Background: an optimization exercise with open tools, aiming at small area and a short achievable clock period. Do not read the settings as production practice. In this exercise RTL edits were held to simulation tests only and were not proved equivalent to the original. Power and IR drop assume default switching activity.

### design/flow/config.mk
export PLATFORM = sky130hd
export DESIGN_NAME = core
export DESIGN_NICKNAME = core
export VERILOG_FILES = /design/flow/design.v
export SDC_FILE = /design/flow/constraint.sdc
export NUM_CORES = 4
export LEC_CHECK = 0
export CAP_MARGIN = 20
export CORE_MARGIN = 2
export CORE_UTILIZATION = 50
export CTS_CLUSTER_DIAMETER = 70
export CTS_CLUSTER_SIZE = 27
export SETUP_SLACK_MARGIN = 4.8
export SLEW_MARGIN = 20
export TNS_END_PERCENT = 100
### design/flow/constraint.sdc
create_clock -name core_clock -period 8.0 [get_ports {clk_i}]
set_input_delay 1.6000 -clock core_clock [delete_from_list [all_inputs] [get_ports {clk_i}]]
set_output_delay 1.6000 -clock core_clock [all_outputs]
set_load 0.01 [all_outputs]
### design/flow/design.v
package riscv_cpu_pkg;
  parameter ADDR_WIDTH = 5;
  parameter DATA_WIDTH = 32;
  parameter CSR_WIDTH  = 16;
  parameter CU_PC_BOOT    = 2'b00;
  parameter CU_PC_STALL   = 2'b01;
  parameter CU_PC_NEXT    = 2'b10;
  parameter BU_MUX_WIDTH = 2; 
  parameter BU_PC_NEXT   = 2'b00;
  parameter BU_PC_JAL    = 2'b01;
  parameter BU_PC_BRANCH = 2'b10;
  parameter OP_MSB     = 6;
  parameter OP_LSB     = 0;
  parameter FUNCT3_MSB = 14;
  parameter FUNCT3_LSB = 12;
  parameter FUNCT7_MSB = 31;
  parameter FUNCT7_LSB = 25;
  parameter REG_S1_MSB = 19;
  parameter REG_S1_LSB = 15;
  parameter REG_S2_MSB = 24;
  parameter REG_S2_LSB = 20;
  parameter REG_RD_MSB = 11;
  parameter REG_RD_LSB = 7;
  parameter IMM_MSB    = 31;
  parameter IMM_LSB    = 20;
  parameter IMM_NBITS = IMM_MSB - IMM_LSB + 1;
  parameter OPCODE_LUI       = 7'h37;
  parameter OPCODE_AUIPC     = 7'h17;
  parameter OPCODE_JAL       = 7'h6F;
  parameter OPCODE_JALR      = 7'h67;
  parameter OPCODE_BRANCH    = 7'h63;
  parameter OPCODE_LOAD      = 7'h03;
  parameter OPCODE_STORE     = 7'h23;
  parameter OPCODE_OP_IMM    = 7'h13;
  parameter OPCODE_OP        = 7'h33;
  parameter OPCODE_MISC_MEM  = 7'h0F;
  parameter OPCODE_SYSTEM    = 7'h73;
  parameter BEQ  = 3'b000;
  parameter BNE  = 3'b001;
  parameter BLT  = 3'b100;
  parameter BGE  = 3'b101;
  parameter BLTU = 3'b110;
  parameter BGEU = 3'b111;
  parameter LB   = 3'b000;
  parameter LH   = 3'b001;
  parameter LW   = 3'b010;
  parameter LBU  = 3'b100;
  parameter LHU  = 3'b101;
  parameter SB = 3'b000;
  parameter SH = 3'b001;
  parameter SW = 3'b010;
  parameter ADDI  = 3'b000;
  parameter SLTI  = 3'b010;
  parameter SLTIU = 3'b011;
  parameter XORI  = 3'b100;
  parameter ORI   = 3'b110;
  parameter ANDI  = 3'b111;
  parameter SLLI  = 3'b001;
  parameter SRI   = 3'b101;
  parameter ADD  = 3'b000;
  parameter SLL  = 3'b001;
  parameter SLT  = 3'b010;
  parameter SLTU = 3'b011;
  parameter XOR  = 3'b100;
  parameter SR   = 3'b101;
  parameter OR   = 3'b110;
  parameter AND  = 3'b111;
  parameter OP_A_REG   = 2'b00;
  parameter OP_A_IMM   = 2'b01;
  parameter OP_A_PC    = 2'b10;
  parameter OP_B_REG   = 0;
  parameter OP_B_IMM   = 1;
  parameter ALU_OP_WIDTH = 4;
  parameter ALU_ADD  = 4'b0000;
  parameter ALU_SUB  = 4'b0001;
  parameter ALU_XOR  = 4'b0010;
  parameter ALU_AND  = 4'b0011;
  parameter ALU_OR   = 4'b0100;
  parameter ALU_SLT  = 4'b0101;
  parameter ALU_SLTU = 4'b0110;
  parameter ALU_SLL  = 4'b0111;
  parameter ALU_SRL  = 4'b1000;
  parameter ALU_SRA  = 4'b1001;
  parameter IMM_MUX_WIDTH = 2;
  parameter IMM_Z     = 2'b00;
  parameter IMM_I     = 2'b01;
  parameter IMM_S     = 2'b10;
  parameter IMM_J     = 2'b11;
  parameter JAL_JUMP      = 0;
  parameter JAL_JUMPR     = 1;
  parameter CSR_CARRY    = 0;
  parameter CSR_OVERFLOW = 1;
  parameter CSR_SIGN     = 2;
  parameter CSR_ZERO     = 3;
  parameter NO_BRANCH         = 2'b00;
  parameter BRANCH_IF_EQUAL   = 2'b01;
  parameter BRANCH_IF_EQUAL_N = 2'b10;
  parameter BRANC_IF_SIGN     = 2'b11;
  parameter WDATA_MUX_WIDTH = 1;
  parameter WDATA_ALU = 1'b0;
  parameter WDATA_MEM = 1'b1;
  parameter JALR_RDATA_MUX_WIDTH = 1;
  parameter JALR_RDATA_REG = 1'b0;
  parameter JALR_RDATA_MEM = 1'b1;
  parameter ALU_DATA_A_MUX_WIDTH = 2;
  parameter ALU_DATA_A_REG = 2'b00;
  parameter ALU_DATA_A_MEM = 2'b01;
  parameter ALU_DATA_A_WB  = 2'b10;
  parameter ALU_DATA_B_MUX_WIDTH = 2;
  parameter ALU_DATA_B_REG = 2'b00;
  parameter ALU_DATA_B_MEM = 2'b01;
  parameter ALU_DATA_B_WB  = 2'b10;
typedef struct packed {
  logic  [ALU_OP_WIDTH-1:0] alu_op;
} ex_ctl_t;
typedef struct packed {
  logic             [1:0] branch_mux;
  logic                   mem_we;
} mem_ctl_t;
typedef struct packed {
  logic                        reg_we;
  logic  [WDATA_MUX_WIDTH-1:0] wdata_mux;
} wb_ctl_t;
typedef struct packed {
  logic  [DATA_WIDTH-1:0] imm;
  logic  [DATA_WIDTH-1:0] alu_data_a;
  logic  [DATA_WIDTH-1:0] alu_data_b;
  logic  [ADDR_WIDTH-1:0] reg_raddr_a;
  logic  [ADDR_WIDTH-1:0] reg_raddr_b;
  logic                   data_a_reg;   
  logic                   data_b_reg;   
  logic            [31:0] pc;
  logic            [31:0] branch_addr;
  logic  [DATA_WIDTH-1:0] mem_wdata;
  logic  [ADDR_WIDTH-1:0] dest_reg;
} id2ex_t;
typedef struct packed {
  logic            [31:0] pc;
  logic            [31:0] branch_addr;
  logic  [DATA_WIDTH-1:0] mem_wdata;
  logic  [ADDR_WIDTH-1:0] dest_reg;
  logic  [DATA_WIDTH-1:0] alu_result;
} ex2mem_t;
typedef struct packed {
  logic       [ADDR_WIDTH-1:0] dest_reg;
  logic       [DATA_WIDTH-1:0] alu_result;
  logic       [DATA_WIDTH-1:0] mem_data;
} mem2wb_t;
endpackage : riscv_cpu_pkg
module ks_add #(
  parameter int W = 32
) (
  input  logic [W-1:0] a,
  input  logic [W-1:0] b,
  input  logic         cin,
  output logic [W-1:0] sum
);
  localparam int L = 5;   
  logic [W-1:0] g [L+1];
  logic [W-1:0] p [L+1];
  logic [W-1:0] c;
  assign g[0] = {a[W-1:1] & b[W-1:1], (a[0] & b[0]) | (cin & (a[0] ^ b[0]))};
  assign p[0] = a ^ b;
  generate
    genvar l, i;
    for (l = 0; l < L; l++) begin : g_lvl
      for (i = 0; i < W; i++) begin : g_bit
        if (i >= (1 << l)) begin : g_op
          assign g[l+1][i] = g[l][i] | (p[l][i] & g[l][i-(1<<l)]);
          assign p[l+1][i] = p[l][i] & p[l][i-(1<<l)];
        end else begin : g_pass
          assign g[l+1][i] = g[l][i];
          assign p[l+1][i] = p[l][i];
        end
      end
    end
  endgenerate
  assign c   = {g[L][W-2:0], cin};
  assign sum = p[0] ^ c;
endmodule
module core (
  input  logic        clk_i,
  input  logic        rst_ni,
  output logic        instr_req_o,
  input  logic        instr_gnt_i,
  input  logic        instr_rvalid_i,
  output logic [31:0] instr_addr_o,
  input  logic [31:0] instr_rdata_i,
  output logic        data_req_o,
  input  logic        data_gnt_i,
  input  logic        data_rvalid_i,
  output logic        data_we_o,
  output logic [3:0]  data_be_o,
  output logic [31:0] data_addr_o,
  output logic [31:0] data_wdata_o,
  input  logic [31:0] data_rdata_i,
  input  logic [31:0] irq_i,
  output logic        irq_ack_o,
  output logic [4:0]  irq_id_o,
  input  logic        fetch_enable_i,
  input  logic [31:0] boot_addr_i
);
  assign instr_req_o = 1'b1;
  assign data_req_o  = 1'b1;
  assign data_be_o   = 4'hF;
  assign irq_ack_o   = 1'b0;
  assign irq_id_o    = 5'b0;
  logic [31:0] alu_res;      
  logic [31:0] pc_q;         
  logic [31:0] id_pc_q;      
  logic [31:0] id_instr_q;   
  logic [6:0]  id_cls_q;     
  logic [31:1] id_rs1_oh_q;  
  logic [31:1] id_rs2_oh_q;
  logic [31:0] ex_op_a_q, ex_op_b_q;
  logic [31:0] ex_x_q;       
  logic [4:0]  ex_dest_q;
  logic        ex_reg_we_q, ex_load_q, ex_mem_we_q, ex_beq_q, ex_bne_q;
  logic        ex_add_q, ex_sub_q, ex_xor_q, ex_and_q, ex_or_q, ex_sll_q, ex_srl_q;
  logic        ex_hold_a_q, ex_hold_b_q;
  logic [3:0]  ex_sh0_q, ex_sh1_q;    
  logic [1:0]  ex_sh2_q;              
  logic        stall_q;                            
  logic [31:0] mem_alu_q, mem_x_q;
  logic [4:0]  mem_dest_q;
  logic        mem_reg_we_q, mem_load_q, mem_we_q;
  logic        taken_q;                            
  logic [31:0] wb_val_q;
  logic [4:0]  wb_dest_q;
  logic        wb_we_q;
  logic [31:1] rf_valid_q;
  logic [31:0] rf_q [32];
  logic [31:0] rf_wsel;      
  logic [31:1] rf_wsel_q;
  assign rf_q[0] = 32'b0;
  assign rf_wsel = {rf_wsel_q, 1'b0};
  always_ff @(posedge clk_i or negedge rst_ni) begin
    if (~rst_ni) rf_wsel_q <= '0;
    else for (int i = 1; i < 32; i++) rf_wsel_q[i] <= mem_reg_we_q && (mem_dest_q == i);
  end
  generate
    genvar gi;
    for (gi = 1; gi < 32; gi++) begin : g_rf
      logic [31:0] r;
      always_ff @(posedge clk_i) begin
        if (rf_wsel[gi]) r <= wb_val_q;
      end
      assign rf_q[gi] = r;
    end
  endgenerate
  always_ff @(posedge clk_i or negedge rst_ni) begin
    if (~rst_ni) rf_valid_q <= '0;
    else         rf_valid_q <= rf_valid_q | rf_wsel[31:1];
  end
  logic [31:0] I;
  logic [2:0]  f3;
  logic [4:0]  rs1, rs2, rd;
  assign I   = id_instr_q;
  assign f3  = I[14:12];
  assign rs1 = I[19:15];
  assign rs2 = I[24:20];
  assign rd  = I[11:7];
  logic is_jal, is_jalr, is_br, is_ld, is_st, is_opi, is_op;
  assign {is_jal, is_jalr, is_br, is_ld, is_st, is_opi, is_op} = id_cls_q;
  logic a_pc, a_reg, b_reg, d_reg_we;
  assign a_pc     = is_jal | is_jalr;
  assign a_reg    = ~a_pc;
  assign b_reg    = is_br | is_op;
  assign d_reg_we = is_jal | is_jalr | is_ld | is_opi | is_op;
  logic [31:0] imm;
  always_comb begin
    imm = 32'b0;
    if (is_ld | is_opi) imm = {{20{I[31]}}, I[31:20]};
    else if (is_st)     imm = {{20{I[31]}}, I[31:25], I[11:7]};
    else if (a_pc)      imm = 32'd4;
  end
  logic d_add, d_sub, d_xor, d_and, d_or, d_sll, d_srl;
  always_comb begin
    d_add = 1'b0; d_sub = 1'b0; d_xor = 1'b0; d_and = 1'b0;
    d_or  = 1'b0; d_sll = 1'b0; d_srl = 1'b0;
    if (is_opi | is_op) begin
      case (f3)
        3'b000: if (is_op & I[30]) d_sub = 1'b1; else d_add = 1'b1;
        3'b001: d_sll = 1'b1;
        3'b100: d_xor = 1'b1;
        3'b101: d_srl = 1'b1;
        3'b110: d_or  = 1'b1;
        3'b111: d_and = 1'b1;
        default: ;
      endcase
    end else if (is_br) begin
      d_sub = 1'b1;
    end else begin
      d_add = 1'b1;
    end
  end
  logic [31:0] rf_a, rf_b;
  always_comb begin
    rf_a = 32'b0;
    rf_b = 32'b0;
    for (int i = 1; i < 32; i++) begin
      if (id_rs1_oh_q[i] && rf_valid_q[i]) rf_a = rf_a | rf_q[i];
      if (id_rs2_oh_q[i] && rf_valid_q[i]) rf_b = rf_b | rf_q[i];
    end
    if (wb_we_q && wb_dest_q == rs1) rf_a = wb_val_q;
    if (wb_we_q && wb_dest_q == rs2) rf_b = wb_val_q;
  end
  logic ex_hit1, ex_hit2, mem_hit1, mem_hit2;
  assign ex_hit1  = (rs1 == ex_dest_q)  && ex_reg_we_q  && (ex_dest_q  != 5'd0);
  assign ex_hit2  = (rs2 == ex_dest_q)  && ex_reg_we_q  && (ex_dest_q  != 5'd0);
  assign mem_hit1 = (rs1 == mem_dest_q) && mem_reg_we_q && (mem_dest_q != 5'd0);
  assign mem_hit2 = (rs2 == mem_dest_q) && mem_reg_we_q && (mem_dest_q != 5'd0);
  logic [31:0] jal_off, jalr_off, br_off, br_tgt, jal_tgt, jalr_m_tgt, jalr_r_tgt;
  assign jal_off    = {{13{I[31]}}, I[19:12], I[20], I[30:21]};
  assign jalr_off   = {{20{I[31]}}, I[31:20]};
  assign br_off     = {{21{I[31]}}, I[7], I[30:25], I[11:8]};
  assign br_tgt     = id_pc_q + br_off;
  assign jal_tgt    = id_pc_q + jal_off;
  assign jalr_m_tgt = mem_alu_q + jalr_off;
  assign jalr_r_tgt = {27'b0, rs1} + jalr_off;
  logic stall_id;
  assign stall_id = (ex_hit1 && is_jalr) || stall_q;
  logic [31:0] pc_d;
  logic [6:0]  if_opc;
  logic [6:0]  if_cls;
  assign if_opc = instr_rdata_i[6:0];
  assign if_cls = {if_opc == 7'h6F, if_opc == 7'h67, if_opc == 7'h63, if_opc == 7'h03,
                   if_opc == 7'h23, if_opc == 7'h13, if_opc == 7'h33};
  always_comb begin
    if (taken_q)                  pc_d = mem_x_q;
    else if (is_jal)              pc_d = jal_tgt;
    else if (is_jalr)             pc_d = mem_hit1 ? jalr_m_tgt : jalr_r_tgt;
    else                          pc_d = pc_q + 32'd4;
  end
  always_ff @(posedge clk_i or negedge rst_ni) begin
    if (~rst_ni) begin
      pc_q     <= '0;
      id_cls_q <= '0;
    end else if (!stall_id) begin
      pc_q     <= pc_d;
      id_cls_q <= if_cls;
    end
  end
  always_ff @(posedge clk_i) begin
    if (!stall_id) begin
      id_pc_q          <= pc_q;
      id_instr_q       <= instr_rdata_i;
      for (int i = 1; i < 32; i++) begin
        id_rs1_oh_q[i] <= (instr_rdata_i[19:15] == i);
        id_rs2_oh_q[i] <= (instr_rdata_i[24:20] == i);
      end
    end
  end
  assign instr_addr_o = pc_q;
  logic ld_ex;       
  assign ld_ex = ex_load_q;
  logic stall_next, fm_a, fw_a, fm_b, fw_b;
  assign stall_next = (ex_hit1 || ex_hit2) && ld_ex;
  assign fm_a = ex_hit1 && a_reg && !stall_next;
  assign fw_a = !(ex_hit1 && a_reg) && mem_hit1 && a_reg && !stall_next;
  assign fm_b = ex_hit2 && b_reg && !stall_next;
  assign fw_b = !(ex_hit2 && b_reg) && mem_hit2 && a_reg && !stall_next;
  logic [31:0] mem_wb_val;     
  logic [31:0] raw_a, raw_b;
  assign raw_a = a_pc ? id_pc_q : rf_a;
  assign raw_b = b_reg ? rf_b : imm;
  logic [31:0] b_next;
  assign b_next = ({32{fm_b}} & alu_res) | ({32{fw_b}} & mem_wb_val) | ({32{!fm_b && !fw_b}} & raw_b);
  always_ff @(posedge clk_i) begin
    if (stall_q) begin
      if (ex_hold_b_q) begin
        ex_sh0_q <= 4'b1 << data_rdata_i[1:0];
        ex_sh1_q <= 4'b1 << data_rdata_i[3:2];
        ex_sh2_q <= 2'b1 << data_rdata_i[4];
      end
    end else begin
      ex_sh0_q <= 4'b1 << b_next[1:0];
      ex_sh1_q <= 4'b1 << b_next[3:2];
      ex_sh2_q <= 2'b1 << b_next[4];
    end
  end
  always_ff @(posedge clk_i) begin
    if (stall_q) begin
      if (ex_hold_a_q) ex_op_a_q <= data_rdata_i;
      if (ex_hold_b_q) ex_op_b_q <= data_rdata_i ^ {32{ex_sub_q}};
    end else begin
      ex_op_a_q  <= ({32{fm_a}} & alu_res) | ({32{fw_a}} & mem_wb_val)
                  | ({32{!fm_a && !fw_a}} & raw_a);
      ex_op_b_q  <= ({32{fm_b && !d_sub}} & alu_res) | ({32{fm_b && d_sub}} & ~alu_res)
                  | ({32{fw_b && !d_sub}} & mem_wb_val) | ({32{fw_b && d_sub}} & ~mem_wb_val)
                  | ({32{!fm_b && !fw_b}} & (raw_b ^ {32{d_sub}}));
      ex_x_q     <= is_st ? rf_b : br_tgt;
      ex_dest_q  <= rd;
    end
  end
  always_ff @(posedge clk_i or negedge rst_ni) begin
    if (~rst_ni) begin
      {ex_reg_we_q, ex_load_q, ex_mem_we_q, ex_beq_q, ex_bne_q} <= '0;
      {ex_add_q, ex_sub_q, ex_xor_q, ex_and_q, ex_or_q, ex_sll_q, ex_srl_q} <= '0;
      {ex_hold_a_q, ex_hold_b_q, stall_q} <= '0;
    end else if (stall_q) begin
      ex_hold_a_q <= 1'b0;
      ex_hold_b_q <= 1'b0;
      stall_q     <= 1'b0;
    end else if (taken_q) begin
      {ex_reg_we_q, ex_load_q, ex_mem_we_q, ex_beq_q, ex_bne_q} <= '0;
      {ex_add_q, ex_sub_q, ex_xor_q, ex_and_q, ex_or_q, ex_sll_q, ex_srl_q} <= '0;
      {ex_hold_a_q, ex_hold_b_q, stall_q} <= '0;
    end else begin
      ex_reg_we_q <= d_reg_we;
      ex_load_q   <= is_ld;
      ex_mem_we_q <= is_st;
      ex_beq_q    <= is_br && (f3 == 3'b000);
      ex_bne_q    <= is_br && (f3 == 3'b001);
      ex_add_q    <= d_add;
      ex_sub_q    <= d_sub;
      ex_xor_q    <= d_xor;
      ex_and_q    <= d_and;
      ex_or_q     <= d_or;
      ex_sll_q    <= d_sll;
      ex_srl_q    <= d_srl;
      ex_hold_a_q <= ex_hit1 && ld_ex && a_reg;
      ex_hold_b_q <= ex_hit2 && ld_ex && a_reg;
      stall_q     <= stall_next;
    end
  end
  logic [31:0] alu_a, alu_b;
  assign alu_a = ex_op_a_q;
  assign alu_b = ex_op_b_q;    
  logic [31:0] sum;
  ks_add #(.W(32)) u_add (.a(alu_a), .b(alu_b), .cin(ex_sub_q), .sum(sum));
  logic squash_ex;
  assign squash_ex = taken_q | stall_q;
  logic [31:0] sll1, sll2, sll_res, srl1, srl2, srl_res;
  assign sll1 = ({32{ex_sh0_q[0]}} & alu_a)        | ({32{ex_sh0_q[1]}} & (alu_a << 1))
              | ({32{ex_sh0_q[2]}} & (alu_a << 2)) | ({32{ex_sh0_q[3]}} & (alu_a << 3));
  assign sll2 = ({32{ex_sh1_q[0]}} & sll1)         | ({32{ex_sh1_q[1]}} & (sll1 << 4))
              | ({32{ex_sh1_q[2]}} & (sll1 << 8))  | ({32{ex_sh1_q[3]}} & (sll1 << 12));
  assign sll_res = ({32{ex_sh2_q[0]}} & sll2)      | ({32{ex_sh2_q[1]}} & (sll2 << 16));
  assign srl1 = ({32{ex_sh0_q[0]}} & alu_a)        | ({32{ex_sh0_q[1]}} & (alu_a >> 1))
              | ({32{ex_sh0_q[2]}} & (alu_a >> 2)) | ({32{ex_sh0_q[3]}} & (alu_a >> 3));
  assign srl2 = ({32{ex_sh1_q[0]}} & srl1)         | ({32{ex_sh1_q[1]}} & (srl1 >> 4))
              | ({32{ex_sh1_q[2]}} & (srl1 >> 8))  | ({32{ex_sh1_q[3]}} & (srl1 >> 12));
  assign srl_res = ({32{ex_sh2_q[0]}} & srl2)      | ({32{ex_sh2_q[1]}} & (srl2 >> 16));
  logic r_arith, r_xor, r_and, r_or, r_sll, r_srl;
  assign r_arith = (ex_add_q | ex_sub_q) & ~squash_ex;
  assign r_xor   = ex_xor_q & ~squash_ex;
  assign r_and   = ex_and_q & ~squash_ex;
  assign r_or    = ex_or_q  & ~squash_ex;
  assign r_sll   = ex_sll_q & ~squash_ex;
  assign r_srl   = ex_srl_q & ~squash_ex;
  assign alu_res = ({32{r_arith}} & sum)
                 | ({32{r_xor}} & (alu_a ^ alu_b))
                 | ({32{r_and}} & (alu_a & alu_b))
                 | ({32{r_or}}  & (alu_a | alu_b))
                 | ({32{r_sll}} & sll_res)
                 | ({32{r_srl}} & srl_res);
  logic eq;
  assign eq = &(alu_a ^ alu_b);
  always_ff @(posedge clk_i or negedge rst_ni) begin
    if (~rst_ni) begin
      mem_alu_q    <= '0;
      mem_reg_we_q <= 1'b0;
      mem_load_q   <= 1'b0;
      mem_we_q     <= 1'b0;
      taken_q      <= 1'b0;
    end else begin
      mem_alu_q    <= alu_res;
      mem_reg_we_q <= ~squash_ex & ex_reg_we_q;
      mem_load_q   <= ~squash_ex & ex_load_q;
      mem_we_q     <= ~squash_ex & ex_mem_we_q;
      taken_q      <= ~squash_ex & ((ex_beq_q & eq) | (ex_bne_q & ~eq));
    end
  end
  always_ff @(posedge clk_i) begin
    mem_x_q     <= ex_x_q;
    mem_dest_q  <= ex_dest_q;
  end
  assign data_addr_o  = mem_alu_q;
  assign data_we_o    = mem_we_q;
  assign data_wdata_o = mem_x_q;
  assign mem_wb_val   = mem_load_q ? data_rdata_i : mem_alu_q;
  always_ff @(posedge clk_i or negedge rst_ni) begin
    if (~rst_ni) wb_we_q <= 1'b0;
    else         wb_we_q <= mem_reg_we_q;
  end
  always_ff @(posedge clk_i) begin
    wb_val_q  <= mem_wb_val;
    wb_dest_q <= mem_dest_q;
  end
endmodule
### design/flow/flow/run.sh
#!/bin/bash
# The standard layout (the standard.sh, unchanged synthesis, floorplan, power grid,
# placement, CTS and routing), with one change: the buffers that buffer_ports puts on every
# input and output port are sky130_fd_sc_hd__buf_2 instead of the default choice.
set -euo pipefail
bash standard.sh 'BUFFER_PORTS_ARGS=-buffer_cell sky130_fd_sc_hd__buf_2' finish > standard.log 2>&1
### design/flow/standard.sh
#!/bin/bash
# synth_recipe.tcl (not shown) runs the flow's synth.tcl, then flattens the netlist and writes it again
# the make line also repeats each setting of config.mk as NAME=value (left out here)
make -C /OpenROAD-flow-scripts/flow DESIGN_CONFIG=/design/flow/config.mk WORK_HOME=/design/flow/orfs CLKGATE_MAP_FILE= SYNTH_SCRIPT=/design/flow/synth_recipe.tcl "${@:-finish}"
==> flow_results.org, run 1 <==
** Status
- The flow ran to the end and the layout has no timing, DRC or antenna violations.

** Clock network
- CTS max path bufs :: 3
- In this run, CTS created clock tree buffers numbering 101.
- # clock sinks :: 1449
- After clock tree synthesis, the flow added hold-fix buffers numbering 0.
- Root buffer selected by CTS :: sky130_fd_sc_hd__clkbuf_16
- The clock reaches the later pin of the worst-skew pair after 0.79 ns.
- Clock transition time at the flip-flop clock pins of the worst setup and hold paths :: 0.10 ns
- Level count of the clock H-tree :: 3
- TritonCTS built the clock tree.

** Setup path
- Counting both buffers and inverters, the worst setup path holds a total of 1.
- Of all nets on the critical path, the largest fanout is 21.
- Across all register-to-register paths, the minimum setup slack is 4.27 ns.
- At the worst endpoint, the arrival time is 4.30 ns.
- The kind of cell with the highest combined delay along the critical path is compound AO/OA/AOI/OAI gates.
- In this run the worst setup path begins at rf_valid_q[28].
- The slowest stage of the critical path is the sky130_fd_sc_hd__buf_4 cell.
- Startpoint of the worst register-to-register path :: rf_valid_q[28]
- At the worst endpoint, the required time is 8.57 ns.
- Critical path class :: reg -> reg
- Slowest stage delay, CP :: 0.63 ns
- STA classifies the critical path startpoint as a flop.
- Traced cell by cell, the critical path runs through and2_2, buf_4, a22o_1, a221oi_1, and4_1, a31oi_1, a21oi_1, o221a_2, a221o_1, a22oi_1.
- Sort of element at the end of the critical path :: flop

** Logic synthesis
- Average cell area after synthesis :: 11.8 µm²
- The synthesized design contains 1222 enable-type register cells.
- After synthesis the cells add up to 0.0715 mm².
- Async set or reset register ratio after synthesis :: 10.6%
- Leading register cell type out of synthesis :: sky130_fd_sc_hd__edfxtp_1
- Number of unique standard cell types used by synthesis :: 89
- After synthesis, flip-flops and latches occupy 58.7% of the total area.
- Gate count of the mapped netlist :: 6052
- The Yosys step of the flow raised 5 warnings.
- The synthesized design contains 1449 register bits.

** Cells and area
- Fill cells in the final layout number 11521.
- Post-layout net count :: 6581
- In the layout the commonest cells are sky130_fd_sc_hd__edfxtp_1 (1222), sky130_fd_sc_hd__a22oi_1 (545), sky130_fd_sc_hd__nand2_1 (342).
- Final core utilization :: 59.6%
- Share of cells above drive strength 1 :: 22.4%
- The finished layout holds 8290 standard cells, fillers aside.
- Leading cell type in the layout, fill and taps excluded :: sky130_fd_sc_hd__edfxtp_1
- Area growth, synth to finish :: 18.2%
- Area taken by flip-flops and latches :: 0.0421 mm²
- Summing all multi-input logic gate instances after layout gives 0.0303 mm².

** Place
- Once detailed placement completed, the half-perimeter wirelength came to 203000 µm.
- Counting tap cells, the placed design contains a total of 7794 instances.
- Setup slack at placement :: 3.35 ns
- Final RePlAce weighted congestion :: 0.985
- Count of buffers inserted at the top-level ports :: 162

** Global routing
- Entering global routing, the biggest net connects 78 pins.
- In the global route stage, overall resource usage came out at 46.8%.
- The via count of the first global-routing pass was 58712.
- Wire length of the first global-routing pass :: 475000 µm
- The total overflow left after global routing is 0.
- The number of antenna violations at the first check in global routing was 27.

** Timing
- Setup TNS :: 0 ns
- The worst pin sits at a relative slew slack of 14.2%.
- For the pin with the worst max-slew slack, the measured transition is 1.25 ns.
- Of the available clock period, the critical path in the final layout requires 46.7%.
- Fin worst setup slack :: 4.27 ns
- Maximum clock rate :: 268 MHz
- For the final database, setup skew stands at 0.0591 ns.
- The count of final hold-check violations came to 0.
- Setup repair after global routing could not meet its margin everywhere.
- Count of pins over their slew limit :: 0
- The worst path needs 3.73 ns of the cycle, external delays included.
- Setup violations remaining at the end of the flow were counted as 0.

** Power
- Peak ir drop on the vdd network :: 0.262 mV
- After layout, the design draws a total of 18.3 mW.
- In this run the power density over the cells is 216 mW/mm².
- Static leakage :: 30.1 nW

** Detailed routing
- Via count :: 64120
- The detailed router finished its first iteration with 13196 violations.
- Before antenna repair, the detailed router went through 10 iterations.
- The detail route stage leaves a number of antenna-violating nets equal to 0.
- Drt drc :: 0
- Routed wire length :: 357000 µm
- Vias per cell :: 7.73
- Post-DR wirelength/cell :: 43.0 µm

** Floorplanning
- During I/O placement, the number of pins put on the boundary was 244.
- Number of cell rows :: 138
- In this run the vertical extent of the chip is 382 µm.
- Floorplan die area :: 0.146 mm²
- Initial cell density of the core :: 50.4%
- Core Region :: 0.142 mm²
- The floorplan step set the die width to 382 µm.

** Flow run
- The tool flagged a number of max-cap violations equal to 0.

** Worst hold path
- The tightest min-delay check is of the reg -> reg type.
- Startpoint of the tightest hold check path :: ex_x_q[29]
## flip-flops by register name, summed over array words and instances, names as in the netlist, 5 cells and up
signal       flops
ex_dest_q        5
ex_op_a_q       32
ex_op_b_q       32
ex_x_q          32
g_rf.r         992
id_cls_q         7
id_instr_q      25
id_pc_q         32
id_rs1_oh_q     31
id_rs2_oh_q     31
mem_alu_q       32
mem_dest_q       5
mem_x_q         32
pc_q            32
rf_valid_q      31
rf_wsel_q       31
wb_dest_q        5
wb_val_q        32
## where the power goes
part           switching (mW)  internal, mW
registers               0.631          8.71
logic                    1.80          1.22
clock network            3.22          2.71
## timing repair
item	CTS	global route
setup endpoints to repair	288	192
buffers inserted	146	127
pin swaps	110	175
resized for setup	456	331
gates cloned	8	6
## path summary, 6_finish.rpt
check	end	depth (start not counted)
min in group asynchronous	pc_q[2]	1
max in group asynchronous	rf_valid_q[2]	2
worst max register to register	ex_op_b_q[22]	10
worst min-delay path	mem_x_q[29]	0
worst max-delay path	ex_op_b_q[22]	10
worst min register to register	mem_x_q[29]	0
## Yosys cell counts (29+ instances only)
master | n | area share, %
sky130_fd_sc_hd__o21ai_0 | 171 | 1.2
sky130_fd_sc_hd__edfxtp_1 | 1222 | 51
sky130_fd_sc_hd__a31oi_1 | 56 | 0.49
sky130_fd_sc_hd__a222oi_1 | 68 | 0.95
sky130_fd_sc_hd__nand2_1 | 354 | 1.9
sky130_fd_sc_hd__ha_1 | 145 | 2.5
sky130_fd_sc_hd__or3_1 | 29 | 0.25
sky130_fd_sc_hd__a21o_1 | 56 | 0.59
sky130_fd_sc_hd__o22ai_1 | 43 | 0.38
sky130_fd_sc_hd__a21oi_1 | 303 | 2.1
sky130_fd_sc_hd__xor2_1 | 69 | 0.85
sky130_fd_sc_hd__clkbuf_1 | 400 | 2.1
sky130_fd_sc_hd__nand3_1 | 158 | 1.1
sky130_fd_sc_hd__a221oi_1 | 252 | 3.1
sky130_fd_sc_hd__nand4_1 | 193 | 1.7
sky130_fd_sc_hd__and2_1 | 77 | 0.67
sky130_fd_sc_hd__nor3_1 | 157 | 1.1
sky130_fd_sc_hd__mux2i_1 | 49 | 0.69
sky130_fd_sc_hd__xnor2_1 | 192 | 2.4
sky130_fd_sc_hd__o211ai_1 | 39 | 0.41
sky130_fd_sc_hd__a211oi_1 | 54 | 0.57
sky130_fd_sc_hd__a22o_1 | 242 | 3.0
sky130_fd_sc_hd__dfxtp_1 | 74 | 2.1
sky130_fd_sc_hd__dfrtp_1 | 153 | 5.4
sky130_fd_sc_hd__nor2_1 | 288 | 1.5
sky130_fd_sc_hd__or2_2 | 44 | 0.38
sky130_fd_sc_hd__a22oi_1 | 549 | 5.8
sky130_fd_sc_hd__inv_1 | 169 | 0.89
sky130_fd_sc_hd__buf_1 | 71 | 0.37
## cell families after synthesis
family / Yosys count / synth area share (%)
compound gates: 2037 / 21.1
xor+xnor: 261 / 3.20
fa+ha+maj: 151 / 2.71
buf+inv: 661 / 3.55
flops: 1449 / 58.7
mux: 59 / 0.843
other cells: 2 / 0.0105
simple gates: 1432 / 9.87
## per-stage QoR
stage,hold slack [ns],area [µm²]
finish,0.328,84500
global route,0.331,84500
CTS,0.332,81700
detailed placement,0.327,74600
global placement,0.324,74600
floorplan,0.323,71800
## worst register-to-register path, stage by stage, from the launching register on
cell and delay (ns):
sky130_fd_sc_hd__dfrtp_1 0.37, sky130_fd_sc_hd__and2_2 0.28, sky130_fd_sc_hd__buf_4 0.63, sky130_fd_sc_hd__a22o_1 0.24, sky130_fd_sc_hd__a221oi_1 0.07, sky130_fd_sc_hd__and4_1 0.25
sky130_fd_sc_hd__a31oi_1 0.61, sky130_fd_sc_hd__a21oi_1 0.27, sky130_fd_sc_hd__o221a_2 0.30, sky130_fd_sc_hd__a221o_1 0.35, sky130_fd_sc_hd__a22oi_1 0.18
## layout make-up
class | count | share of cell area [%]
inverter | 170 | 0.776
timing repair buffer | 617 | 6.35
antenna | 19 | 0.0563
sequential | 1449 | 49.8
clock buffer | 105 | 3.05
tap | 1890 | 2.80
multi-input combinational | 3956 | 35.8
clock inverter | 84 | 1.37
## per-layer routing
metal | wire (µm) | global-route usage, % | vias up
met4 | 39700 | 37.5 | 18
met2 | 145000 | 67.0 | 6503
met5 | 212 | 0.827 | -
met3 | 57200 | 18.9 | 2083
met1 | 114000 | 55.7 | 30979
li1 | - | - | 24537
==> run 2: changes to the inputs <==
--- a/design/flow/design.v
+++ b/design/flow/design.v
@@ -211,6 +211,4 @@
   logic [31:0] id_instr_q;   
   logic [6:0]  id_cls_q;     
-  logic [31:1] id_rs1_oh_q;  
-  logic [31:1] id_rs2_oh_q;
   logic [31:0] ex_op_a_q, ex_op_b_q;
   logic [31:0] ex_x_q;       
@@ -300,6 +298,6 @@
     rf_b = 32'b0;
     for (int i = 1; i < 32; i++) begin
-      if (id_rs1_oh_q[i] && rf_valid_q[i]) rf_a = rf_a | rf_q[i];
-      if (id_rs2_oh_q[i] && rf_valid_q[i]) rf_b = rf_b | rf_q[i];
+      if (rs1 == i && rf_valid_q[i]) rf_a = rf_a | rf_q[i];
+      if (rs2 == i && rf_valid_q[i]) rf_b = rf_b | rf_q[i];
     end
     if (wb_we_q && wb_dest_q == rs1) rf_a = wb_val_q;
@@ -346,8 +344,4 @@
       id_pc_q          <= pc_q;
       id_instr_q       <= instr_rdata_i;
-      for (int i = 1; i < 32; i++) begin
-        id_rs1_oh_q[i] <= (instr_rdata_i[19:15] == i);
-        id_rs2_oh_q[i] <= (instr_rdata_i[24:20] == i);
-      end
     end
   end
==> flow_results.org, run 2 <==
** Setup path
- In this run the critical register-to-register path is launched from rf_valid_q[4].
- Path depth of the worst reg2reg path :: 11
- The slowest stage of the critical path is the sky130_fd_sc_hd__dfrtp_1 cell.
- The critical path goes through and3_4, buf_4, buf_6, a22o_1, a221oi_1, nand4_1, nor3_4, a21oi_4, a22oi_2, mux2i_1, a32oi_1.
- Setup slack on the worst reg-to-reg path comes out at 4.31 ns.
- Buffering stage count on the worst path with inverters included :: 2
- Critical R2R Capture :: ex_op_b_q[9]
- Critical path class :: reg -> reg
- Sort of element at the end of the critical path :: flop
- Top cell family by delay on the critical path :: compound AO/OA/AOI/OAI gates
- The largest single stage delay on the critical path is 0.67 ns.
- At the worst endpoint, the arrival time is 4.13 ns.
- Startpoint types :: flop
- Along the worst path, the maximum fanout reaches 8.
- Data on the critical path is required at its endpoint by 8.44 ns.

** Timing
- Final clock skew :: 0.0818 ns
- The count of final hold-check violations was 0.
- Count of pins over their slew limit :: 0
- Counting I/O delays and the setup requirement, the final critical path takes 3.69 ns.
- Fin worst setup slack :: 4.31 ns
- Slew at the pin with the worst max-slew slack :: 1.29 ns
- For the final routed database, the setup TNS stands at 0 ns.
- Relative max-transition margin :: 14.2%
- Setup repair after global routing missed its margin :: yes
- Setup violations remaining at the end of the flow were counted as 0.
- Final clock period utilization by the worst path :: 46.1%
- For this run, the top clock speed supported by timing is 271 MHz.

** Global routing
- Vias in the first global route :: 59552
- Global-route congestion overflow total :: 0
- Maximum number of pins on one net before global-route repair :: 73
- Antenna violations before repair :: 32
- GRT Resource Usage Total :: 50.1%
- The first global-routing pass estimated 490000 µm of wire.

** Worst hold path
- Startpoint of the tightest hold check path :: ex_x_q[28]
- Path category of the worst min-delay check :: reg -> reg
- For hold timing, the worst endpoint is mem_x_q[28].
- Counting instances, the worst hold path has a depth of 0.

** Floorplanning
- The floorplan step set the die height to 378 µm.
- Number of top-level pins :: 244
- Core Region :: 0.139 mm²
- Die X-Extent :: 378 µm
- The initial utilization of the core area, before any placement, comes to 50.3%.
- Number of cell rows :: 137
- The floorplan step defined a die boundary enclosing 0.143 mm².

** Place
- The HPWL after detailed placement is 202000 µm.
- Setup slack at placement :: 3.06 ns
- Final RePlAce weighted congestion :: 0.990
- In this run the tool buffered the top-level ports with 162 buffer cells.

** Power
- Dividing total power by cell area gives a power density of 200 mW/mm².
- Post-route total power :: 17.6 mW
- Static leakage :: 31.9 nW
- Peak ir drop on the vdd network :: 0.215 mV

** Logic synthesis
- The synthesized netlist devotes 2.76% of its cell area to adder and majority cells.
- Post-synthesis share of cell area spent on and, or, nand and nor gates :: 10.1%
- By area, the combinational part of the netlist is dominated by compound AO/OA/AOI/OAI gates.
- Cell accounting for the most synthesized area :: sky130_fd_sc_hd__edfxtp_1
- The portion of synthesized area spent on multiplexers is 1.04%.
- Synthesis produced a netlist whose cell count is 5884.
- Synthesized cell area :: 0.0700 mm²
- Yosys printed 5 warnings.
- Counting flops with a built-in enable in the synthesized netlist gives 1160.
- Synthesis inferred 1387 register bits.
- Summing the areas of all compound-gate instances in the mapped netlist gives 21.9% of the synthesized area.
- Leading cell types by total area after synthesis :: sky130_fd_sc_hd__edfxtp_1 (50%), sky130_fd_sc_hd__dfrtp_1 (5.5%), sky130_fd_sc_hd__a22oi_1 (4.9%)
- Average cell area after synthesis :: 11.9 µm²
- By instance count, the leading cell after synthesis is sky130_fd_sc_hd__edfxtp_1.
- Top cell type's share of synthesized area :: 49.8%
- Number of unique standard cell types used by synthesis :: 108
- Synth Area in XOR/XNOR :: 2.96%
- Sequential element share of the synthesized area :: 57.3%
- Async set or reset register ratio after synthesis :: 11.0%
- In the synthesized netlist the dominant register cell turns out to be sky130_fd_sc_hd__edfxtp_1.
- By count the netlist is led by sky130_fd_sc_hd__edfxtp_1 (1160), sky130_fd_sc_hd__a22oi_1 (455), sky130_fd_sc_hd__nand2_1 (360), sky130_fd_sc_hd__a221oi_1 (293), sky130_fd_sc_hd__a22o_1 (289).

** Detailed routing
- Vias per cell :: 7.96
- Violation count after the first detailed-route iteration :: 15277
- Post-DR wirelength/cell :: 45.0 µm
- For this block, the via count after detailed routing is 67107.
- Drt drc :: 0
- In this run the remaining antenna-violating nets after routing total 0.
- For this block, the routed nets add up to 379000 µm of wire.
- Number of search-and-repair iterations in the first detailed-routing pass :: 15

** Status
- The run finished with no timing, DRC or antenna violations.

** Cells and area
- Ranked by flip-flop count, first place goes to g_rf.r.
- Leaving out fill and tap cells, the most frequent cells in the layout are sky130_fd_sc_hd__edfxtp_1 (1160), sky130_fd_sc_hd__buf_4 (467), sky130_fd_sc_hd__a22oi_1 (426).
- Filler Cell Count :: 10583
- The register with the most flip-flops in the layout has 992 of them.
- The library cell used most frequently in the layout, excluding fill and tap cells, is sky130_fd_sc_hd__edfxtp_1.
- Of the cells placed in the final design, the portion with a size suffix greater than 1 is 29.6%.
- Post-layout net count :: 6738
- Area growth, synth to finish :: 25.6%

** Clock network
- Root buffer selected by CTS :: sky130_fd_sc_hd__clkbuf_16
- The later pin in the worst-skew pair is clocked with a latency of 0.80 ns.
- Counting along the longest clock path gives a buffer depth of 3.
- Clock transition time at the flip-flop clock pins of the worst setup and hold paths :: 0.10 ns
- TritonCTS built the clock tree.
- In this run the number of H-tree levels came out at 3.
- Hold buffer count at CTS :: 0
- The tree built by TritonCTS fans out to 1387 sinks.
- TritonCTS created 93 clock buffers.

** Flow run
- Across the run, the number of max-cap violations was 0.
-- run 2: cell count changes after synthesis, sizes merged, moves of 64 or more --
cell	previous run	this run
and3	26	90
a22oi	549	457
buf	91	239
nor3	157	91
clkbuf	400	240
-- run 2: cell families (layout without fill, tap and decap cells) --
| family | count (synthesis) | in the layout |
|---|---|---|
| AO/OA/AOI/OAI | 2033 | 2034 |
| flip-flops | 1387 | 1387 |
| AND/OR/NAND/NOR | 1382 | 1392 |
| buffers and inverters | 625 | 1251 |
| XOR/XNOR | 235 | 235 |
| adder cells (fa/ha/maj) | 151 | 151 |
| multiplexers | 69 | 69 |
| other | 2 | 38 |
-- run 2: worst max-delay path by stage --
stage,startpoint,endpoint,slack [ns],cells after the start
6_report,rf_valid_q[4],ex_op_b_q[9],4.31,11
5_1_grt,ex_op_b_q[0],ex_op_b_q[12],4.35,15
4_1_cts,id_instr_q[20],ex_op_b_q[25],4.49,10
3_5_place_dp,id_instr_q[21],ex_sh1_q[0],3.06,11
3_3_place_gp,id_instr_q[21],ex_sh1_q[0],3.03,11
2_1_floorplan,id_instr_q[31],pc_q[29],4.62,11
-- run 2: worst register-to-register path: cells and delay by family (launching register included) --
kind,cells,cell delay (ns)
buffers and inverters,2,0.38
DFF,1,0.67
AOI/OAI and AO/OA,5,1.05
muxes,1,0.25
and+or+nand+nor,3,0.99
-- run 2: layout make-up --
| cell class | count | area (µm²) | area share (%) |
|---|---|---|---|
| clock inverter | 71 | 855 | 0.972 |
| clock buffer | 103 | 2430 | 2.76 |
| tap | 1876 | 2350 | 2.67 |
| multi-input combinational | 3893 | 31800 | 36.1 |
| inverter | 146 | 562 | 0.639 |
| sequential | 1387 | 40200 | 45.7 |
| antenna | 26 | 65.1 | 0.0740 |
| timing repair buffer | 931 | 9670 | 11.0 |
-- run 2: stage by stage --
stage	cells	hold WS [ns]	util, %	instance area (µm²)
floorplan	5894	0.323	-	70200
global placement	7630	0.325	52.2	72700
detailed placement	7630	0.327	52.2	72700
CTS	8193	0.338	59.8	83300
global route	8411	0.349	63.1	87800
finish	8433	0.340	63.1	87900
-- run 2: per-layer routing --
metal | track usage (%) | vias to the layer above | share of wire, %
met4 | 42.8 | 54 | 12
met5 | 4.12 | - | 0.33
met2 | 69.1 | 7560 | 39
met1 | 57.1 | 32036 | 31
li1 | - | 24805 | -
met3 | 25.4 | 2652 | 18
-- run 2: power by group --
group / leakage (nW) / internal [mW] / switching (mW) / total [mW]
Sequential: 13.6 / 8.34 / 0.677 / 9.02
Combinational: 16.7 / 1.30 / 1.85 / 3.15
Clock: 1.60 / 2.48 / 2.95 / 5.43
-- run 2: what timing repair did --
action / in CTS / in global routing
gates cloned: 26 / 21
endpoints found under the setup margin: 184 / 121
pin swaps: 245 / 334
resized for setup: 737 / 490
setup buffers: 363 / 193
==> run 3: changes to the inputs <==
--- a/design/flow/design.v
+++ b/design/flow/design.v
@@ -220,4 +220,5 @@
   logic [1:0]  ex_sh2_q;              
   logic        stall_q;                            
+  logic        stall_id;                           
   logic [31:0] mem_alu_q, mem_x_q;
   logic [4:0]  mem_dest_q;
@@ -247,7 +248,24 @@
     end
   endgenerate
+  logic [31:1] rf_valid_d;
+  assign rf_valid_d = rf_valid_q | rf_wsel[31:1];
   always_ff @(posedge clk_i or negedge rst_ni) begin
     if (~rst_ni) rf_valid_q <= '0;
-    else         rf_valid_q <= rf_valid_q | rf_wsel[31:1];
+    else         rf_valid_q <= rf_valid_d;
+  end
+  logic [31:1] rd_sel1_q, rd_sel2_q;
+  logic [4:0]  nx_rs1, nx_rs2;
+  assign nx_rs1 = stall_id ? id_instr_q[19:15] : instr_rdata_i[19:15];
+  assign nx_rs2 = stall_id ? id_instr_q[24:20] : instr_rdata_i[24:20];
+  always_ff @(posedge clk_i or negedge rst_ni) begin
+    if (~rst_ni) begin
+      rd_sel1_q <= '0;
+      rd_sel2_q <= '0;
+    end else begin
+      for (int i = 1; i < 32; i++) begin
+        rd_sel1_q[i] <= (nx_rs1 == i) && rf_valid_d[i];
+        rd_sel2_q[i] <= (nx_rs2 == i) && rf_valid_d[i];
+      end
+    end
   end
   logic [31:0] I;
@@ -298,6 +316,6 @@
     rf_b = 32'b0;
     for (int i = 1; i < 32; i++) begin
-      if (rs1 == i && rf_valid_q[i]) rf_a = rf_a | rf_q[i];
-      if (rs2 == i && rf_valid_q[i]) rf_b = rf_b | rf_q[i];
+      if (rd_sel1_q[i]) rf_a = rf_a | rf_q[i];
+      if (rd_sel2_q[i]) rf_b = rf_b | rf_q[i];
     end
     if (wb_we_q && wb_dest_q == rs1) rf_a = wb_val_q;
@@ -317,5 +335,4 @@
   assign jalr_m_tgt = mem_alu_q + jalr_off;
   assign jalr_r_tgt = {27'b0, rs1} + jalr_off;
-  logic stall_id;
   assign stall_id = (ex_hit1 && is_jalr) || stall_q;
   logic [31:0] pc_d;
==> flow_results.org, run 3 <==
** Logic synthesis
- Number of storage elements in the synthesis netlist :: 1449
- For this run, the number of Yosys warnings is 5.
- By area the synthesized netlist is led by sky130_fd_sc_hd__edfxtp_1 (49%), sky130_fd_sc_hd__dfrtp_1 (7.6%), sky130_fd_sc_hd__a22oi_1 (4.8%).
- The synthesized design contains 1160 enable-type register cells.
- The biggest area contributor in the post-synthesis netlist is sky130_fd_sc_hd__edfxtp_1.
- Synthesized cell area :: 0.0708 mm²
- The commonest cells after synthesis are sky130_fd_sc_hd__edfxtp_1 (1160), sky130_fd_sc_hd__a22oi_1 (450), sky130_fd_sc_hd__nand2_1 (342), sky130_fd_sc_hd__a21oi_1 (333), sky130_fd_sc_hd__clkbuf_1 (310).
- Top-count cell post-synth :: sky130_fd_sc_hd__edfxtp_1
- Sequential elements use 58.9% of the synthesized area.
- In the synthesized netlist the async set-or-reset flop fraction comes to 14.8%.
- Top cell type's share of synthesized area :: 49.2%
- Gate count of the mapped netlist :: 5941
- Each instance of the synthesized netlist takes up on average 11.9 µm².
- The number of different library cells used by synthesis comes to 100.
- In the synthesized netlist the dominant register cell turns out to be sky130_fd_sc_hd__edfxtp_1.

** Floorplanning
- Number of top-level pins :: 244
- Die X-Extent :: 380 µm
- Initial cell density of the core :: 50.2%
- The floorplan has 138 rows.
- Floorplan die area :: 0.145 mm²
- Core Region :: 0.141 mm²
- The die is 380 µm tall.

** Setup path
- Together, buffers and inverters on the worst path number 1.
- Grouping stages by cell kind, the critical path spends the most delay in compound AO/OA/AOI/OAI gates.
- Max Fanout on Critical Path :: 5
- Standard cell with the maximum stage delay on the critical path :: sky130_fd_sc_hd__dfrtp_2
- Critical Path, Cell by Cell :: ha_4, fa_2, a211oi_2, o211ai_1, a2111oi_4, nor2_4, a211o_4, buf_4, o221ai_2, xnor2_1, a21oi_2, a211o_1, a31oi_1
- STA classifies the critical path endpoint as a flop.
- Data on the critical path arrives at its endpoint at 4.36 ns.
- For the worst setup path, the data required time is 8.67 ns.
- Startpoint types :: flop
- Critical path class :: reg -> reg
- Slowest stage delay, CP :: 0.52 ns

** Global routing
- GRT Resource Usage Total :: 46.4%
- Vias in the first global route :: 57753
- Global-route congestion overflow total :: 0
- GRT met2 Usage :: 62.7%
- For this run, global-route usage on met3 was measured as 21.1%.
- Peak-usage layer in the global routing report :: met2
- Antenna violations before repair :: 22
- Entering global routing, the biggest net connects 134 pins.
- Global routing used 60.9% of the available met1 tracks.
- The first global-routing pass estimated 467000 µm of wire.

** Cells and area
- Post-route cell area :: 0.0844 mm²
- Top library cells by usage in the layout, fill and taps aside :: sky130_fd_sc_hd__edfxtp_1 (1160), sky130_fd_sc_hd__a22oi_1 (435), sky130_fd_sc_hd__buf_4 (363)
- Across the whole layout, storage elements account for 0.0419 mm².
- Filler Cell Count :: 11337
- The net count of the finished layout is 6576.
- Register name with the most flops :: g_rf.r
- Summing all multi-input logic gate instances after layout gives 0.0300 mm².
- The library cell used most frequently in the layout, excluding fill and tap cells, is sky130_fd_sc_hd__edfxtp_1.
- Share of cells above drive strength 1 :: 23.2%
- Non-filler cells, final :: 8272
- From synthesis to final layout, the design area changed by 19.2%.
- Flip-flop count of the largest register after layout :: 992

** Timing
- Setup repair after global routing missed its margin :: yes
- Adding up every negative setup slack in the final design gives 0 ns.
- In the finished design, the share of the clock period the worst path needs comes to 46.2%.
- The worst pin sits at a relative slew slack of 19.6%.
- Slew at the pin with the worst max-slew slack :: 1.21 ns
- For the final database, setup skew stands at 0.0660 ns.
- Maximum clock rate :: 271 MHz
- Count of pins over their slew limit :: 0
- The count of final hold-check violations was 0.
- Setup violations remaining at the end of the flow were counted as 0.
- Post-layout minimum cycle time :: 3.69 ns

** Power
- The internal power of the cells totals 12.4 mW.
- Peak ir drop on the vdd network :: 0.242 mV
- For this design the ratio of total power to cell area is 213 mW/mm².
- Net switching power :: 5.61 mW
- Per report_power, the clock group accounts for 31.5% of the total.
- Combinational cells account for 16.6% of the total power.
- Switching portion of total power :: 31.2%
- Per report_power, the sequential group accounts for 51.9% of the total.
- Static leakage :: 30.2 nW
- Post-route total power :: 18.0 mW

** Clock network
- CTS tree :: done
- The clock net in this run drives a total of 1449 sinks.
- Worst skew pair latency :: 0.80 ns
- CTS max path bufs :: 3
- Level count of the clock H-tree :: 3
- Clock transition time at the flip-flop clock pins of the worst setup and hold paths :: 0.09 ns
- Clock buffer count from CTS :: 94
- The tree is rooted in a sky130_fd_sc_hd__clkbuf_16.
- Buffers inserted to repair hold after CTS numbered 0.

** Place
- In this run, placement finished with an instance count of 7738.
- Count of buffers inserted at the top-level ports :: 162
- Placement-stage cell area :: 0.0738 mm²
- Routability-driven placement finished with a final weighted congestion of 0.976.
- Detailed Place HPWL :: 201000 µm

** Detailed routing
- Vias per cell :: 7.75
- After the first detailed-routing iteration, the DRC count stood at 13374.
- After detailed routing, the average wire length per cell comes to 42.6 µm.
- Via count :: 64136
- The first TritonRoute pass finished after 12 iterations.
- Routed wire length :: 352000 µm
- Drt drc :: 0
- In this run the remaining antenna-violating nets after routing total 0.

** Status
- Result of the run :: complete, no violations

** Worst hold path
- Path category of the worst min-delay check :: reg -> reg

** Flow run
- Number of max-capacitance violations reported :: 0
run 3: kinds of logic (layout without fill, tap and decap cells):
kind of cell	count (synthesis)	after routing	synth area share (%)
buffers and inverters	638	1054	3.57
AND/OR/NAND/NOR	1330	1334	9.19
XOR/XNOR	255	255	3.15
other	2	23	0.0106
AO/OA/AOI/OAI	2057	2057	21.6
multiplexers	59	59	0.858
flip-flops	1449	1449	58.9
adder cells (fa/ha/maj)	151	151	2.73
run 3: worst register-to-register path: stages (launching register included):
cell and delay, ns:
sky130_fd_sc_hd__dfrtp_2 0.52, sky130_fd_sc_hd__ha_4 0.21, sky130_fd_sc_hd__fa_2 0.37, sky130_fd_sc_hd__a211oi_2 0.28, sky130_fd_sc_hd__o211ai_1 0.26, sky130_fd_sc_hd__a2111oi_4 0.50
sky130_fd_sc_hd__nor2_4 0.07, sky130_fd_sc_hd__a211o_4 0.38, sky130_fd_sc_hd__buf_4 0.15, sky130_fd_sc_hd__o221ai_2 0.13, sky130_fd_sc_hd__xnor2_1 0.16, sky130_fd_sc_hd__a21oi_2 0.10
sky130_fd_sc_hd__a211o_1 0.33, sky130_fd_sc_hd__a31oi_1 0.15
run 3: what timing repair did:
action                     in CTS  in global routing
gates resized for setup       436                384
pin swaps                      81                224
cloned                          4                  9
setup endpoints to repair     241                139
buffers inserted              184                149
run 3: power by group through the flow:
stage	Sequential, mW	Clock (mW)	Combinational (mW)
floorplan	9.19	0	1.53
global placement	9.47	0	2.42
detailed placement	9.48	0	2.44
CTS	9.29	5.61	2.70
global route	9.34	5.86	3.16
finish	9.33	5.66	2.98
run 3: layout make-up:
class | count | area share [%]
Clock inverter | 71 | 1.21
Inverter | 211 | 0.960
Antenna cell | 11 | 0.0326
Timing Repair Buffer | 665 | 6.86
Clock buffer | 106 | 2.91
Timing Repair inverter | 1 | 0.0104
Multi-Input combinational cell | 3868 | 35.5
Sequential cell | 1449 | 49.7
Tap cell | 1890 | 2.80
run 3: final timing paths:
check / from / to / slack [ns] / depth (start not counted)
max: mem_alu_q[0] / pc_q[26] / 4.31 / 13
min: ex_x_q[18] / mem_x_q[18] / 0.32 / 0
max reg2reg: mem_alu_q[0] / pc_q[26] / 4.31 / 13
min reg2reg: ex_x_q[18] / mem_x_q[18] / 0.32 / 0
max in group asynchronous: rst_ni / rd_sel2_q[15] / 5.91 / 2
min in group asynchronous: rst_ni / pc_q[6] / 0.81 / 1
run 3: per-stage QoR:
stage	hold WS [ns]	util [%]	setup slack, ns
finish	0.321	59.9	4.31
global route	0.338	59.8	4.20
CTS	0.325	57.5	4.31
detailed placement	0.327	52.3	3.55
global placement	0.326	52.3	3.58
floorplan	0.323	-	4.50
run 3: per-layer routing:
metal | vias to the layer above | part of all wire [%] | wire length, µm
li1 | 24436 | - | -
met1 | 31407 | 34 | 121000
met2 | 6692 | 39 | 138000
met3 | 1573 | 18 | 64700
met4 | 28 | 7.9 | 27700
met5 | - | 0.10 | 369
==> run 4: changes to the inputs <==
--- a/design/flow/design.v
+++ b/design/flow/design.v
@@ -333,5 +333,16 @@
   assign br_tgt     = id_pc_q + br_off;
   assign jal_tgt    = id_pc_q + jal_off;
-  assign jalr_m_tgt = mem_alu_q + jalr_off;
+  logic [12:0] jalr_lo;
+  logic [19:0] jalr_hi, jalr_hi_p, jalr_hi_m;
+  assign jalr_lo = {1'b0, mem_alu_q[11:0]} + {1'b0, jalr_off[11:0]};
+  assign jalr_hi = mem_alu_q[31:12];
+  always_comb begin
+    for (int k = 0; k < 20; k++) begin
+      jalr_hi_p[k] = jalr_hi[k] ^ (&(jalr_hi | (20'hFFFFF << k)));    
+      jalr_hi_m[k] = jalr_hi[k] ^ ~(|(jalr_hi & ~(20'hFFFFF << k)));   
+    end
+  end
+  assign jalr_m_tgt = {(I[31] == jalr_lo[12]) ? jalr_hi : jalr_lo[12] ? jalr_hi_p : jalr_hi_m,
+                       jalr_lo[11:0]};
   assign jalr_r_tgt = {27'b0, rs1} + jalr_off;
   assign stall_id = (ex_hit1 && is_jalr) || stall_q;
--- a/design/flow/config.mk
+++ b/design/flow/config.mk
@@ -8,5 +8,5 @@
 export CAP_MARGIN = 20
 export CORE_MARGIN = 2
-export CORE_UTILIZATION = 50
+export CORE_UTILIZATION = 55
 export CTS_CLUSTER_DIAMETER = 70
 export CTS_CLUSTER_SIZE = 27
==> flow_results.org, run 4 <==
** Detailed routing
- The routed layout has 66021 vias.
- The first detailed-routing pass ran for 12 iterations.
- After detailed routing, the number of vias per cell comes to 8.05.
- Summed over all layers, the routed wires come to 360000 µm.
- The detail route stage leaves a number of antenna-violating nets equal to 0.
- For this run, design rule violations remaining after detail routing come to 0.
- After detailed routing, the average wire length per cell comes to 43.9 µm.
- Violation count after the first detailed-route iteration :: 14559

** Clock network
- CTS tree :: done
- Root buffer selected by CTS :: sky130_fd_sc_hd__clkbuf_16
- # clock sinks :: 1449
- For this design, the CTS-stage hold fixing added 0 buffers.
- Level count of the clock H-tree :: 3
- Buffers inserted during clock tree synthesis total 94.
- Clock transition time at the flip-flop clock pins of the worst setup and hold paths :: 0.10 ns
- Worst skew pair latency :: 0.80 ns
- No sink is reached through more buffers than the 3 on the longest clock path.

** Power
- Net switching is 31.9% of the power.
- Of the total power, combinational logic draws 18.4%.
- The analysis attributes to cell leakage a power of 30.0 nW.
- In this run, the clock network consumes 30.7% of the power.
- Post-route total power :: 18.3 mW
- The analysis attributes to net switching a power of 5.83 mW.
- Peak ir drop on the vdd network :: 0.228 mV
- Pwr per Cell Area :: 216 mW/mm²
- The share of total power dissipated in sequential elements is 50.9%.
- Int Pwr :: 12.4 mW

** Cells and area
- Post-route cell area :: 0.0844 mm²
- The register with the most flip-flops in the final layout is g_rf.r.
- Final core utilization :: 65.4%
- For this run, the post-layout net count is 6614.
- Non-filler cells, final :: 8204
- Share of cells above drive strength 1 :: 22.6%
- Top library cells by usage in the layout, fill and taps aside :: sky130_fd_sc_hd__edfxtp_1 (1160), sky130_fd_sc_hd__a22oi_1 (469), sky130_fd_sc_hd__nand2_1 (421)
- The register with the most flip-flops in the layout has 992 of them.
- Area growth, synth to finish :: 18.3%
- Leading cell type in the layout, fill and taps excluded :: sky130_fd_sc_hd__edfxtp_1
- Filler Cell Count :: 9938

** Flow run
- Across the run, the number of max-cap violations was 0.

** Global routing
- The via count of the first global-routing pass is 59584.
- Antenna violations before repair :: 27
- Wire length of the first global-routing pass :: 478000 µm
- Entering global routing, the biggest net connects 162 pins.
- Global routing finished with a remaining overflow of 0.
- GRT Resource Usage Total :: 52.6%

** Floorplanning
- For this configuration, the core starts out at a cell density of 55.2%.
- The die is 364 µm wide.
- The floorplan has 132 rows.
- Die height :: 364 µm
- Floorplan die area :: 0.133 mm²
- Number of top-level pins :: 244
- In this run the standard cell core region covers 0.129 mm².

** Place
- Summed over all nets, the half-perimeter wirelength after detailed placement is 212000 µm.
- In this run the cell area measured after placement is 0.0742 mm².
- Final RePlAce weighted congestion :: 1.00
- Input and output buffers added on the ports amount to 162.
- At the placement stage, the worst setup path has a slack of 3.52 ns.
- Number of placed instances, taps included :: 7687

** Setup path
- Crit path arrival time :: 4.06 ns
- Startpoint types :: flop
- Sort of element at the end of the critical path :: flop
- Required time reported for the critical path endpoint :: 8.48 ns
- In this run the worst path has a maximum fanout of 4.
- The worst setup path is of the reg -> reg kind.

** Timing
- Headroom to the max-slew limit came out at 17.4%.
- In the post-route analysis, the smallest setup slack over all paths is 4.42 ns.
- Final-report hold violation count :: 0
- Hold is met by 0.336 ns.
- Post-layout minimum cycle time :: 3.58 ns
- Setup violations remaining at the end of the flow were counted as 0.
- Setup TNS :: 0 ns
- Final clock period utilization by the worst path :: 44.8%
- Final clock skew :: 0.0813 ns
- Count of pins over their slew limit :: 0
- Maximum clock rate :: 279 MHz
- Setup repair after global routing missed its margin :: yes
- Slew at the pin with the worst max-slew slack :: 1.24 ns

** Logic synthesis
- Synthesized cell area :: 0.0713 mm²
- sky130_fd_sc_hd__edfxtp_1 takes more of the synthesized area than any other cell.
- Number of unique standard cell types used by synthesis :: 120
- Sorting the synthesized cells by how often they occur yields sky130_fd_sc_hd__edfxtp_1 (1160), sky130_fd_sc_hd__a22oi_1 (475), sky130_fd_sc_hd__nand2_1 (429), sky130_fd_sc_hd__clkbuf_1 (317), sky130_fd_sc_hd__nor2_1 (304).
- Counting flops with an async set or reset pin after synthesis yields a share of 14.8%.
- The most common cell in the synthesized netlist is sky130_fd_sc_hd__edfxtp_1.
- Synth warnings :: 5
- Number of enable-type register cells in the synthesized netlist :: 1160
- Leading register cell type out of synthesis :: sky130_fd_sc_hd__edfxtp_1
- Top cell type's share of synthesized area :: 48.8%
- Number of storage elements in the synthesis netlist :: 1449
- Leading cell types by total area after synthesis :: sky130_fd_sc_hd__edfxtp_1 (49%), sky130_fd_sc_hd__dfrtp_1 (7.5%), sky130_fd_sc_hd__a22oi_1 (5.0%)
- Summing the sequential cell areas from Yosys gives 58.5% of the chip area.
- Counting every instance in the synthesized netlist gives 6011.
- In this run the mean area of a mapped cell was 11.9 µm².

** Status
- Result of the run :: complete, no violations

** Worst hold path
- Path category of the worst min-delay check :: reg -> reg
-- run 4: layer usage --
metal	wire, µm	GRT usage (%)	share of wire (%)
met5	489	1.49	0.14
met4	33000	34.5	9.2
met3	68600	26.8	19
met1	120000	67.0	33
met2	138000	69.5	38
-- run 4: final timing paths --
| kind | startpoint | end | slack, ns | depth (start not counted) |
|---|---|---|---|---|
| max in group asynchronous | rst_ni | rd_sel2_q[31] | 5.72 | 2 |
| setup reg to reg | ex_op_a_q[1] | ex_op_a_q[25] | 4.42 | 11 |
| hold / removal | ex_x_q[7] | mem_x_q[7] | 0.34 | 0 |
| hold reg to reg | ex_x_q[7] | mem_x_q[7] | 0.34 | 0 |
| min in group asynchronous | rst_ni | mem_we_q | 0.78 | 1 |
| setup / recovery | ex_op_a_q[1] | ex_op_a_q[25] | 4.42 | 11 |
-- run 4: area by class of cell --
cell class / count / area [µm²] / share of cell area, %
sequential: 1449 / 41900 / 49.7
multi-input combinational: 3954 / 30500 / 36.2
timing repair buffer: 661 / 5540 / 6.56
clock buffer: 104 / 2440 / 2.89
tap: 1742 / 2180 / 2.58
clock inverter: 74 / 998 / 1.18
inverter: 187 / 728 / 0.863
antenna: 33 / 82.6 / 0.0978
-- run 4: kinds of logic (layout without fill, tap and decap cells) --
logic type | after synthesis | in the layout | synth area share, %
AND/OR/NAND/NOR | 1467 | 1471 | 10.0
other | 2 | 45 | 0.0105
adder cells (fa/ha/maj) | 132 | 132 | 2.38
multiplexers | 66 | 66 | 0.974
flip-flops | 1449 | 1449 | 58.5
AO/OA/AOI/OAI | 2044 | 2044 | 21.8
buffers and inverters | 622 | 1026 | 3.55
XOR/XNOR | 229 | 229 | 2.81
-- run 4: power groups by stage --
stage	clock [mW]	combinational (mW)	sequential (mW)
finish	5.61	3.37	9.30
global route	5.79	3.55	9.31
CTS	5.55	3.01	9.25
detailed placement	0	2.71	9.43
global placement	0	2.71	9.43
floorplan	0	1.66	9.24
-- run 4: worst max-delay path: stages, from the launching register on --
cell,delay (ns)
sky130_fd_sc_hd__edfxtp_1,0.51
sky130_fd_sc_hd__inv_2,0.10
sky130_fd_sc_hd__ha_4,0.28
sky130_fd_sc_hd__a21o_1,0.16
sky130_fd_sc_hd__nand4_1,0.20
sky130_fd_sc_hd__a2111o_1,0.60
sky130_fd_sc_hd__a311oi_4,0.34
sky130_fd_sc_hd__o21a_2,0.28
sky130_fd_sc_hd__buf_6,0.12
sky130_fd_sc_hd__o31ai_4,0.12
sky130_fd_sc_hd__a221o_1,0.35
sky130_fd_sc_hd__mux2_4,0.25
-- run 4: repair_timing --
action,4_1_cts,5_1_grt
cloned,4,5
pin swaps,134,186
gates resized for setup,463,345
endpoints found under the setup margin,253,138
setup buffers,202,94

[what the ideal ports hide]
Ports are ideal in the flow. The routed layouts listed here were re-timed in OpenROAD.
Step 1: set_driving_cell puts a clkbuf_16 on clk_i and a buf_2 on each other input, an assumption about the parent block.
Step 2 adds t to the input delays and takes it off the output delays; t is the mean of the earliest and latest rising clock arrival at the registers after step 1. Input paths then give back, and output paths get back, about the clock's delay inside the block.
a / b / c = no drivers / after step 1 / after step 2; a / b = the first two.
| run | t, ns | setup slack, ns | worst hold slack (ns) | worst setup path after step 2 |
|---|---|---|---|---|
| run 1 | 0.838 | 4.268 / 4.268 / 4.253 | 0.328 / 0.328 / 0.328 | input to register |
| run 2 | 0.843 | 4.310 / 4.310 / 4.310 | 0.340 / 0.340 / 0.340 | register to register |
| run 3 | 0.848 | 4.308 / 4.308 / 4.308 | 0.321 / 0.321 / 0.321 | register to register |
| run 4 | 0.845 | 4.416 / 4.416 / 4.276 | 0.336 / 0.336 / 0.336 | input to register |
After both steps setup and hold are still met in every run listed. The setup slack of run 4, which loses most, moves by 0.000 ns with the drivers and by -0.140 ns with both steps.
